From an optimization exercise on the open Yosys and OpenROAD flow, aimed at a short achievable clock period and few clock cycles; shortcuts taken in it are not production practice.
Function was checked by simulation only, so behaviour that the tests miss may differ from the original.
No activity file was given, so power comes from the tool's default toggle rates.

== run A ==
==> flow/design.v (excerpt) <==
module Pipelined_CPU(
    input clk,
    input reset,
    output reg [31:0] iaddr,
    input [31:0] idata,
    output reg [31:0] daddr,
    input [31:0] drdata,
    output reg [31:0] dwdata,
    output reg [3:0] we,
    output reg [31:0] pc
    );
Settings: LEC_CHECK=0, CAP_MARGIN=20, CORE_MARGIN=2, CORE_UTILIZATION=40, SLEW_MARGIN=20; clock period 9.0 ns.
standard.sh (not shown) runs the stock make flow with config.mk's settings and CLKGATE_MAP_FILE= SYNTH_SCRIPT=/design/flow/synth_recipe.tcl, a recipe that flattens the netlist after the stock synthesis.
==> flow/flow/run.sh <==
#!/bin/bash
set -euo pipefail
bash standard.sh SETUP_SLACK_MARGIN=5.5 finish > standard_make.log 2>&1
Testbench counts of run A, summed over its fixed seeds: cycles 59,984.
#### Input delta (run D over run A)
-- flow/design.v --
<<< run A, line 97
    wire        sum_co;
    ks_add #(32) u_add (.a(a), .b(bx), .cin(x_sub), .s(sum), .cout(sum_co));
    wire eq_ab = ~|(x_a ^ x_b);
    wire eq_mb = ~|(m_res ^ x_b);
    wire eq_am = ~|(x_a ^ m_res);
    wire ltu_ab, ltu_mb, ltu_am, lts_ab, lts_mb, lts_am;
    lt_tree #(32) u_ltu_ab (.a(x_a),   .b(x_b),   .lt(ltu_ab));
    lt_tree #(32) u_ltu_mb (.a(m_res), .b(x_b),   .lt(ltu_mb));
    lt_tree #(32) u_ltu_am (.a(x_a),   .b(m_res), .lt(ltu_am));
    lt_tree #(32) u_lts_ab (.a({~x_a[31], x_a[30:0]}),     .b({~x_b[31], x_b[30:0]}),     .lt(lts_ab));
    lt_tree #(32) u_lts_mb (.a({~m_res[31], m_res[30:0]}), .b({~x_b[31], x_b[30:0]}),     .lt(lts_mb));
    lt_tree #(32) u_lts_am (.a({~x_a[31], x_a[30:0]}),     .b({~m_res[31], m_res[30:0]}), .lt(lts_am));
    wire eq  = x_fa ? (x_fb | eq_mb) : (x_fb ? eq_am : eq_ab);
    wire ltu = x_fa ? (~x_fb & ltu_mb) : (x_fb ? ltu_am : ltu_ab);
    wire lts = x_fa ? (~x_fb & lts_mb) : (x_fb ? lts_am : lts_ab);
    wire [31:0] sll = a << b[4:0];
    wire [31:0] srl = $signed({x_arith & a[31], a}) >>> b[4:0];
>>> run D, line 97
    wire        sum_co;
    ks_add #(32) u_add (.a(a), .b(bx), .cin(x_sub), .s(sum), .cout(sum_co));
    wire        eq = ~|(a ^ b);
    wire        ltu, lts;
    lt_tree #(32) u_ltu (.a(a), .b(b), .lt(ltu));
    lt_tree #(32) u_lts (.a({~a[31], a[30:0]}), .b({~b[31], b[30:0]}), .lt(lts));
    wire [31:0] sll = a << b[4:0];
    wire [31:0] srl = $signed({x_arith & a[31], a}) >>> b[4:0];
## What came out
Summary of run D over run A: first-pass GRT wire length now smaller, number of distinct library cells after synthesis higher. Total power of run D is higher than that of run A. Area of all placed cells without fillers shrinks by a few percent when moving from run A to run D. For run D, the type of the setup path with the least slack was reg2reg, unlike run A, where it was in2reg. Setup slack after placement ends up higher on run A. Relative to run A, combined area of all synthesized cells has gone down in run D.
Testbench counts of run D, summed over its fixed seeds: cycles 59,984.

---

## main
Pipelined_CPU, a different RTL version from the one above (not shown whole).
Size: about 6000 cells after synthesis, roughly 1400 flip-flops, ~200 I/O pins.
Design Pipelined_CPU, start of the top module:
module Pipelined_CPU(
    input clk,
    input reset,
    output reg [31:0] iaddr,
    input [31:0] idata,
    output reg [31:0] daddr,
    input [31:0] drdata,
    output reg [31:0] dwdata,
    output reg [3:0] we,
    output reg [31:0] pc
    );
export LEC_CHECK = 0
export CAP_MARGIN = 20
export CORE_MARGIN = 2
export CORE_UTILIZATION = 50
export SLEW_MARGIN = 20
create_clock -name core_clock -period 9.0 [get_ports {clk}]
Scripts as last shown in full above: flow/flow/run.sh
Testbench counts of main, summed over its fixed seeds: cycles 60,046.
Changes in the feature branch relative to main:
diff --git a/flow/design.v b/flow/design.v
--- a/flow/design.v
+++ b/flow/design.v
@@ -80,23 +80,21 @@
     reg        m_wen;
     reg        m_load;
     reg [4:0]  m_rd;
     reg [31:0] m_res;
     reg [2:0]  m_f3;
     reg [31:0] daddr_r;
     reg        w_wen;
     reg [4:0]  w_rd;
     reg [31:0] w_res;
     reg [31:0] rf [1:31];
-    reg        m_jump;
-    reg [31:0] m_jtarget;
-    wire ev = ~(x_kill | m_jump);
+    wire ev = ~x_kill;
     wire [31:0] a  = x_fa ? m_res : x_a;
     wire [31:0] b  = x_fb ? m_res : x_b;
     wire [31:0] sd = x_fs ? m_res : x_sd;
     wire [31:0] sum;
     wire        sum_co;
     ks_add #(32) u_add (.a(a), .b(b), .cin(x_sub), .s(sum), .cout(sum_co));
     wire eq_ab = ~|(x_a ^ x_b);
     wire eq_mb = ~|(m_res ^ x_b);
     wire eq_am = ~|(x_a ^ m_res);
     wire ltu_ab, ltu_mb, ltu_am, lts_ab, lts_mb, lts_am;
@@ -118,22 +116,22 @@
         ({32{x_sor}}   & (a | b)) |
         ({32{x_sand}}  & (a & b)) |
         ({32{x_ssll}}  & sll) |
         ({32{x_ssr}}   & srl) |
         ({32{x_ispre}} & x_pre);
     wire [31:0] res = x_sadd ? sum : other;
     wire mispred = ev & ((x_m_eq & eq) | (x_m_ne & ~eq) |
                          (x_m_lt & lts) | (x_m_ge & ~lts) |
                          (x_m_ltu & ltu) | (x_m_geu & ~ltu));
     wire jump = ev & x_jalr;
-    wire x_redirect = mispred | m_jump;
-    wire [31:0] x_target = m_jump ? m_jtarget : x_alt;
+    wire x_redirect = mispred | jump;
+    wire [31:0] x_target = x_jalr ? {sum[31:1], 1'b0} : x_alt;
     reg [3:0]  st_we;
     reg [31:0] st_data;
     always @(*) begin
         st_data = sd;
         st_we   = 4'b0000;
         case (x_f3)
             3'b000: begin
                 st_we   = 4'b0001 << sum[1:0];
                 st_data = {4{sd[7:0]}};
             end
@@ -255,22 +253,20 @@
         iaddr = pc_o;
         pc    = pc_o;
         daddr = daddr_r;
     end
     wire go = !reset && !stall;    
     always @(posedge clk) begin
         if (reset) pc_r <= 32'd0;
         else       pc_r <= pc_next;
         pc_o <= pc_next & {32{~reset}};
         x_kill  <= x_redirect;
-        m_jump  <= !reset && jump;
-        m_jtarget <= {sum[31:1], 1'b0};
         x_a     <= rv1;
         x_b     <= rs2_alu ? (rv2 ^ {32{is_sub}}) : imm;
         x_sd    <= rv2;
         x_pre   <= pre;
         x_addi  <= go && wen && is_alui && (f3 == 3'b000);
         x_nimm  <= ~imm_i + 32'd1;
         x_alt   <= f_pred ? f_pc4 : f_tb;
         x_rd    <= rd;
         x_wen   <= go && wen;
         x_load  <= go && is_load;
Results
In the feature branch the number of buffers outside the clock class in the layout turned out 2.0% higher than in main.
Result: PASS for each of the feature branch and main
Of the feature branch and main, the run reporting the lower half-perimeter wire length of the detailed placement result was main.
[the feature branch] wire length of the first global-routing pass fell 2300 um relative to main
Compared with main, in the feature branch smallest setup slack after layout increased by 0.090 ns relative to the old numbers; area of placed instances rose 310 um^2; highest net fanout along the worst path fell by 1; share of post-route cells with drive strength above 1 fell 0.33 points; register area share after synthesis moved down.
Status: synthesized-area fraction occupied by adder cells parity (main, the feature branch)
Testbench counts of the feature branch, summed over its fixed seeds: cycles 60,046.

## what the ideal ports hide
In the flow no input, the clock included, has a driving cell. The finished layouts below were timed again as built, in two steps.
Step 1 (the two cells are an assumption about what drives the block):
set clk [get_ports {clk}]
set_driving_cell -lib_cell sky130_fd_sc_hd__clkbuf_16 $clk
set_driving_cell -lib_cell sky130_fd_sc_hd__buf_2 [delete_from_list [all_inputs] $clk]
Step 2, shift: input delay + t, output delay - t, t = (earliest + latest rising clock arrival at the registers) / 2. This alone moves slack from input paths to output paths.
Three values: no drivers, after step 1, after step 2; two values: the first two.
run | t (ns) | slack for setup (ns) | latest minus earliest clock arrival (ns) | worst register clock-pin slew, ns
run A | 0.923 | 4.871 / 4.641 / 3.718 | 0.097 / 0.098 | 0.07 / 0.07
run D | 0.925 | 4.774 / 4.774 / 3.897 | 0.077 / 0.076 | 0.08 / 0.08
main | 0.899 | 4.862 / 4.733 / 3.834 | 0.047 / 0.047 | 0.07 / 0.07
the feature branch | 0.902 | 4.952 / 4.814 / 3.912 | 0.034 / 0.034 | 0.07 / 0.07
After both steps setup and hold are still met in every run listed. The setup slack of run A, which loses most, moves by -0.230 ns with the drivers and by -1.153 ns with both steps.
